Source: an optimization exercise on an open RTL-to-GDS flow (aim: small area, a short achievable clock period and few clock cycles per item). Production flows keep margins and buffers that such runs may drop.
Only simulation tests tie the RTL to the original design; equivalence was not proved.
No activity file was given, so power comes from the tool's default toggle rates.

==> build 7 <==
==> flow/design.v <==
`default_nettype none
module wb_slave_register #(
    parameter ADDR_WIDTH = 16,
    parameter DATA_WIDTH = 32,
    parameter GRANULE = 8,
    parameter REGISTER_NUM = 16,
    parameter SEL_WIDTH = DATA_WIDTH / GRANULE
) (
    input wire rst_i,
    input wire clk_i,
    input wire [ADDR_WIDTH-1:0] adr_i,
    input wire [DATA_WIDTH-1:0] dat_i,
    output reg [DATA_WIDTH-1:0] dat_o,
    input wire [SEL_WIDTH-1:0] sel_i,
    input wire we_i,
    input wire stb_i,
    output wire ack_o,
    output wire err_o,
    input wire cyc_i
);
    reg [DATA_WIDTH-1:0] register_value [0:REGISTER_NUM-1];
    reg ack;
    reg err;
    wire in_range = (adr_i < REGISTER_NUM);
    wire [3:0] idx = adr_i[3:0];
    wire wr = ack & we_i;
    wire [DATA_WIDTH-1:0] wdata = dat_i & {DATA_WIDTH{~rst_i}};
    integer i, b;
    always @(posedge clk_i) begin
        for (i = 0; i < REGISTER_NUM; i = i + 1) begin
            for (b = 0; b < SEL_WIDTH; b = b + 1) begin
                if (rst_i | (wr & (idx == i) & sel_i[b])) begin
                    register_value[i][b*GRANULE+:GRANULE] <= wdata[b*GRANULE+:GRANULE];
                end
            end
        end
    end
    always @(posedge clk_i) begin
        if (rst_i) begin
            ack <= 1'b0;
            err <= 1'b0;
        end else begin
            ack <= stb_i & in_range & ~ack;
            err <= stb_i & ~in_range & ~err;
        end
    end
    wire [REGISTER_NUM-1:0] rsel;
    reg [DATA_WIDTH-1:0] rdata;
    genvar g;
    generate for (g = 0; g < REGISTER_NUM; g = g + 1) begin : dec
        assign rsel[g] = (idx == g);
    end endgenerate
    always @(*) begin
        rdata = {DATA_WIDTH{1'b0}};
        for (i = 0; i < REGISTER_NUM; i = i + 1)
            rdata = rdata | (register_value[i] & {DATA_WIDTH{rsel[i]}});
    end
    always @(posedge clk_i) begin
        dat_o <= rdata;
    end
    assign ack_o = ack;
    assign err_o = err;
endmodule
==> flow/run.sh <==
#!/bin/bash
# synth_recipe.tcl (not shown) runs the flow's synth.tcl, then flattens the netlist and writes it again
# the make line also repeats each setting of config.mk as NAME=value (left out here)
make -C /OpenROAD-flow-scripts/flow DESIGN_CONFIG=/design/flow/config.mk WORK_HOME=/design/flow/orfs CLKGATE_MAP_FILE= SYNTH_SCRIPT=/design/flow/synth_recipe.tcl finish
==> flow/config.mk <==
export PLATFORM = sky130hd
export DESIGN_NAME = wb_slave_register
export DESIGN_NICKNAME = wb_slave_register
export VERILOG_FILES = /design/flow/design.v
export SDC_FILE = /design/flow/constraint.sdc
export NUM_CORES = 4
export LEC_CHECK = 0
export CAP_MARGIN = 20
export CORE_MARGIN = 2
export CORE_UTILIZATION = 60
export CTS_BUF_LIST = sky130_fd_sc_hd__clkbuf_4 sky130_fd_sc_hd__clkbuf_8
export CTS_CLUSTER_DIAMETER = 50
export CTS_CLUSTER_SIZE = 12
export SETUP_SLACK_MARGIN = 2.9
export SLEW_MARGIN = 20
==> flow/constraint.sdc <==
create_clock -name core_clock -period 5.0 [get_ports {clk_i}]
set_input_delay 1.0000 -clock core_clock [delete_from_list [all_inputs] [get_ports {clk_i}]]
set_output_delay 1.0000 -clock core_clock [all_outputs]
set_load 0.01 [all_outputs]
==> inputs of build 46, as changes to build 7 <==
==> flow/design.v (replaced) <==
`default_nettype none
module wb_slave_register #(
    parameter ADDR_WIDTH = 16,
    parameter DATA_WIDTH = 32,
    parameter GRANULE = 8,
    parameter REGISTER_NUM = 16,
    parameter SEL_WIDTH = DATA_WIDTH / GRANULE
) (
    input wire rst_i,
    input wire clk_i,
    input wire [ADDR_WIDTH-1:0] adr_i,
    input wire [DATA_WIDTH-1:0] dat_i,
    output reg [DATA_WIDTH-1:0] dat_o,
    input wire [SEL_WIDTH-1:0] sel_i,
    input wire we_i,
    input wire stb_i,
    output wire ack_o,
    output wire err_o,
    input wire cyc_i
);
    reg [DATA_WIDTH-1:0] register_value [0:REGISTER_NUM-1];
    wire in_range = (adr_i < REGISTER_NUM);
    wire [3:0] idx = adr_i[3:0];
    assign ack_o = stb_i & in_range;
    assign err_o = stb_i & ~in_range;
    wire wr = stb_i & we_i & in_range;
    wire [DATA_WIDTH-1:0] wdata = dat_i & {DATA_WIDTH{~rst_i}};
    integer i, b;
    always @(posedge clk_i) begin
        for (i = 0; i < REGISTER_NUM; i = i + 1) begin
            for (b = 0; b < SEL_WIDTH; b = b + 1) begin
                if (rst_i | (wr & (idx == i) & sel_i[b])) begin
                    register_value[i][b*GRANULE+:GRANULE] <= wdata[b*GRANULE+:GRANULE];
                end
            end
        end
    end
    always @(*) begin
        dat_o = register_value[idx];
    end
endmodule
- CTS_BUF_LIST: sky130_fd_sc_hd__clkbuf_4 sky130_fd_sc_hd__clkbuf_8 -> default
- CTS_CLUSTER_DIAMETER: 50 -> default
- CTS_CLUSTER_SIZE: 12 -> default
- SETUP_SLACK_MARGIN: 2.9 -> 2.0
==> qor summary <==
|  | build 46 | build 7 |
|---|---|---|
| Result of the run | no timing/DRC/antenna violations | no timing/DRC/antenna violations |
| Detailed Place HPWL | 41.5 mm | 28.6 mm |
| Sequential cell fraction of total power | 0.515 | 0.610 |
| CP bufs+invs | 3 | 1 |
| Area fraction in compound gates after synthesis | 0.138 | 0.164 |
| # Taps | 455 | 448 |
| Share of the final layout cell area in sequential cells | 0.559 | 0.659 |
| P_sw | 2.39 mW | 2.07 mW |
| Number of fill cells in the layout | 1,812 | 2,103 |
| Number of vias per cell | 6.94 | 6.66 |
| Met3 wire length | 10.7 mm | 4.41 mm |
| Number of cell rows | 68 | 67 |
| GR met1 Demand/Resource | 0.551 | 0.427 |
| Core Footprint | 34,300 µm² | 33,600 µm² |
Testbench counts of build 7, summed over its fixed seeds: cycles 14,392, items 4,800.
Testbench counts of build 46, summed over its fixed seeds: cycles 9,592, items 4,800.

[re-timing with driven ports]
How much do the figures lean on ideal ports? The routed layouts below were timed once more, with nothing changed but the port constraints.
Step 1 assumes that a clkbuf_16 drives the clock port and a buf_2 every other input.
Step 2 adds t to the input delays and takes it off the output delays; t is the mean of the earliest and latest rising clock arrival at the registers after step 1. Input paths then give back, and output paths get back, about the clock's delay inside the block.
Slacks: ideal ports / drivers / drivers and shift; pairs: ideal ports / drivers.
| run | t (ns) | slack for setup (ns) | worst hold slack (ns) | worst setup path after step 2 | slew at the worst register clock pin (ns) |
|---|---|---|---|---|---|
| build 7 | 0.677 | 2.897 / 2.869 / 2.232 | 0.427 / 0.427 / 0.427 | input to register | 0.09 / 0.09 |
| build 46 | 0.642 | 1.265 / 0.924 / 0.924 | 1.262 / 1.229 / 1.549 | input to output | 0.07 / 0.07 |
After both steps every run listed still meets setup and hold. For build 7, which loses most, drivers alone change the setup slack by -0.028 ns; drivers and shift together by -0.665 ns.
